What follows belongs to an exercise in optimizing a design on an open flow for small area, a short achievable clock period and few clock cycles; a production flow would make more cautious choices. In this exercise RTL edits were held to simulation tests only and were not proved equivalent to the original. Power and IR drop assume default switching activity.

## sw
module sw(i0, i1, i2, i3, o0, o1, o2, o3, clk, rst);
  input clk, rst;
  input [9:0] i0, i1, i2, i3;
  output [9:0] o0, o1, o2, o3;
  wire [9:0] in [0:3];
  assign in[0] = i0; assign in[1] = i1; assign in[2] = i2; assign in[3] = i3;
  wire [8:0] f [0:3];      
  wire [3:0] av;           
  wire [3:0] rq [0:3];     
  wire [3:0] hd;           
  wire [3:0] pop;
  reg  [3:0] busy;         
  wire [3:0] own [0:3];    
  reg  [9:0] ob [0:3];     
  wire [3:0] req [0:3];    
  wire [3:0] gnt [0:3];
  wire [3:0] sel [0:3];    
  wire [3:0] gin;          
  genvar i, j;
  generate
    for (i = 0; i < 4; i = i + 1) begin : g_in
      fifo q(.clk(clk), .rst(rst), .din({in[i][9], in[i][7:0]}),
             .dval(in[i][9] | in[i][8]), .pop(pop[i]), .h(f[i]), .hv(av[i]), .hd(hd[i]), .req(rq[i]));
      assign gin[i] = gnt[0][i] | gnt[1][i] | gnt[2][i] | gnt[3][i];
      assign pop[i] = (~hd[i] & av[i]) | gin[i];
    end
    for (j = 0; j < 4; j = j + 1) begin : g_out
      for (i = 0; i < 4; i = i + 1) begin : g_r
        assign req[j][i] = rq[i][j] & hd[i];
        assign own[j][i] = rq[i][j] & ~hd[i];
        assign sel[j][i] = busy[j] ? (own[j][i] & av[i]) : gnt[j][i];
      end
      arb a(.clk(clk), .rst(rst), .req(req[j]), .busy(busy[j]), .gnt(gnt[j]));
    end
  endgenerate
  function [9:0] pick;
    input [3:0] s;
    input [8:0] f0, f1, f2, f3;
    input [3:0] h;
    begin
      pick = ({10{s[0]}} & {f0[8], ~h[0], f0[7:0]}) |
             ({10{s[1]}} & {f1[8], ~h[1], f1[7:0]}) |
             ({10{s[2]}} & {f2[8], ~h[2], f2[7:0]}) |
             ({10{s[3]}} & {f3[8], ~h[3], f3[7:0]});
    end
  endfunction
  wire [3:0] tl = av & {f[3][8], f[2][8], f[1][8], f[0][8]};
  integer k, n;
  always @(posedge clk) begin
    for (k = 0; k < 4; k = k + 1)
      ob[k] <= pick(sel[k], f[0], f[1], f[2], f[3], hd);
    if (rst) begin
      busy <= 4'b0000;
      for (k = 0; k < 4; k = k + 1) begin
        ob[k][9:8] <= 2'b00;
      end
    end else begin
      for (k = 0; k < 4; k = k + 1) begin
        busy[k] <= busy[k] ? ~|(own[k] & tl) : |req[k];
      end
    end
  end
  assign o0 = ob[0];
  assign o1 = ob[1];
  assign o2 = ob[2];
  assign o3 = ob[3];
endmodule
For scale: about 710 flip-flops, ~82 I/O pins.
==> module arb, before the edit <==
module arb(clk, rst, req, busy, gnt);
  input clk, rst, busy;
  input [3:0] req;
  output [3:0] gnt;
  reg [5:0] p;           
  wire [3:0] w [0:3];
  assign w[0] = {p[2], p[1], p[0], 1'b0};
  assign w[1] = {p[4], p[3], 1'b0, ~p[0]};
  assign w[2] = {p[5], 1'b0, ~p[3], ~p[1]};
  assign w[3] = {1'b0, ~p[5], ~p[4], ~p[2]};
  genvar i;
  generate
    for (i = 0; i < 4; i = i + 1) begin : g
      assign gnt[i] = req[i] & ~busy &
                      ~(req[(i+1)%4] & w[(i+1)%4][i]) &
                      ~(req[(i+2)%4] & w[(i+2)%4][i]) &
                      ~(req[(i+3)%4] & w[(i+3)%4][i]);
    end
  endgenerate
  always @(posedge clk) begin
    if (rst)
      p <= 6'b111111;    
    else if (~busy & |req)    
      p <= ({6{gnt[0]}} & 6'b111000) |    
           ({6{gnt[1]}} & 6'b100001) |    
           ({6{gnt[2]}} & 6'b001011) |    
           ({6{gnt[3]}} & 6'b111111);     
  end
endmodule
Settings: LEC_CHECK=0, ABC_AREA=1, CAP_MARGIN=20, CORE_MARGIN=2, CORE_UTILIZATION=65, CTS_CLUSTER_DIAMETER=80, CTS_CLUSTER_SIZE=24, PLACE_DENSITY=0.85, SETUP_SLACK_MARGIN=3.8, SLEW_MARGIN=20; clock period 6.0 ns.
standard.sh (not shown) runs the stock make flow with config.mk's settings and CLKGATE_MAP_FILE= SYNTH_SCRIPT=/design/flow/synth_recipe.tcl, a recipe that flattens the netlist after the stock synthesis.
==> flow/flow/run.sh <==
#!/bin/bash
# Standard ORFS layout, with plain buffers (buf_4) on the ports instead of the
# delay-cell buffers buffer_ports picks by default, and sizing not held to
# the cell footprint.
set -euo pipefail
export BUFFER_PORTS_ARGS="-buffer_cell sky130_fd_sc_hd__buf_4"
bash standard.sh MATCH_CELL_FOOTPRINT=0 finish > orfs_make.log 2>&1
The first run completed with no timing, DRC or antenna violations.
Testbench counts at the start, summed over its fixed seeds: cycles 2,639.
Rerun with:
--- a/flow/design.v
+++ b/flow/design.v
@@ -125,30 +125,23 @@
 endmodule
 module arb(clk, rst, req, busy, gnt);
   input clk, rst, busy;
   input [3:0] req;
   output [3:0] gnt;
-  reg [5:0] p;           
-  wire [3:0] w [0:3];
-  assign w[0] = {p[2], p[1], p[0], 1'b0};
-  assign w[1] = {p[4], p[3], 1'b0, ~p[0]};
-  assign w[2] = {p[5], 1'b0, ~p[3], ~p[1]};
-  assign w[3] = {1'b0, ~p[5], ~p[4], ~p[2]};
+  reg [1:0] ptr;
+  wire [3:0] pri = 4'b0001 << ptr;
   genvar i;
   generate
     for (i = 0; i < 4; i = i + 1) begin : g
-      assign gnt[i] = req[i] & ~busy &
-                      ~(req[(i+1)%4] & w[(i+1)%4][i]) &
-                      ~(req[(i+2)%4] & w[(i+2)%4][i]) &
-                      ~(req[(i+3)%4] & w[(i+3)%4][i]);
+      assign gnt[i] = req[i] & ~busy & (pri[i] |
+                        (pri[(i+3)%4] & ~req[(i+3)%4]) |
+                        (pri[(i+2)%4] & ~req[(i+2)%4] & ~req[(i+3)%4]) |
+                        (pri[(i+1)%4] & ~req[(i+1)%4] & ~req[(i+2)%4] & ~req[(i+3)%4]));
     end
   endgenerate
   always @(posedge clk) begin
     if (rst)
-      p <= 6'b111111;    
+      ptr <= 2'd0;
     else if (~busy & |req)    
-      p <= ({6{gnt[0]}} & 6'b111000) |    
-           ({6{gnt[1]}} & 6'b100001) |    
-           ({6{gnt[2]}} & 6'b001011) |    
-           ({6{gnt[3]}} & 6'b111111);     
+      ptr <= {gnt[1] | gnt[2], gnt[0] | gnt[2]};    
   end
 endmodule
What happened: Clock power falls by about 5%. Routed wire length falls by 2.1%. Sequential share of layout area rises by 0.41 points. Total power falls by 1.5%. Final area falls by 2.1%.
Testbench counts after the change, summed over its fixed seeds: cycles 2,639.

==> afterwards: timing with drivers on the ports <==
The flow's constraints put no driver on any port. The routed layouts listed below were extracted and timed again, unchanged, in two steps.
Step 1, drivers: a clkbuf_16 drives clk and a buf_2 each remaining input, both assumed.
Step 2 times the ports against the registers' clock, not the clock port: input delays grow and output delays shrink by t, the midpoint of the rising clock arrivals with the driver on.
Slacks: ideal ports / drivers / drivers and shift; pairs: ideal ports / drivers.
run | shift t [ns] | setup WS [ns] | worst register clock-pin slew, ns
the first run | 0.641 | 3.759 / 3.700 / 3.353 | 0.11 / 0.11
the second run | 0.632 | 3.743 / 3.683 / 3.237 | 0.10 / 0.10
After both steps setup and hold are still met in every run listed. The setup slack of the second run, which loses most, moves by -0.060 ns with the drivers and by -0.506 ns with both steps.
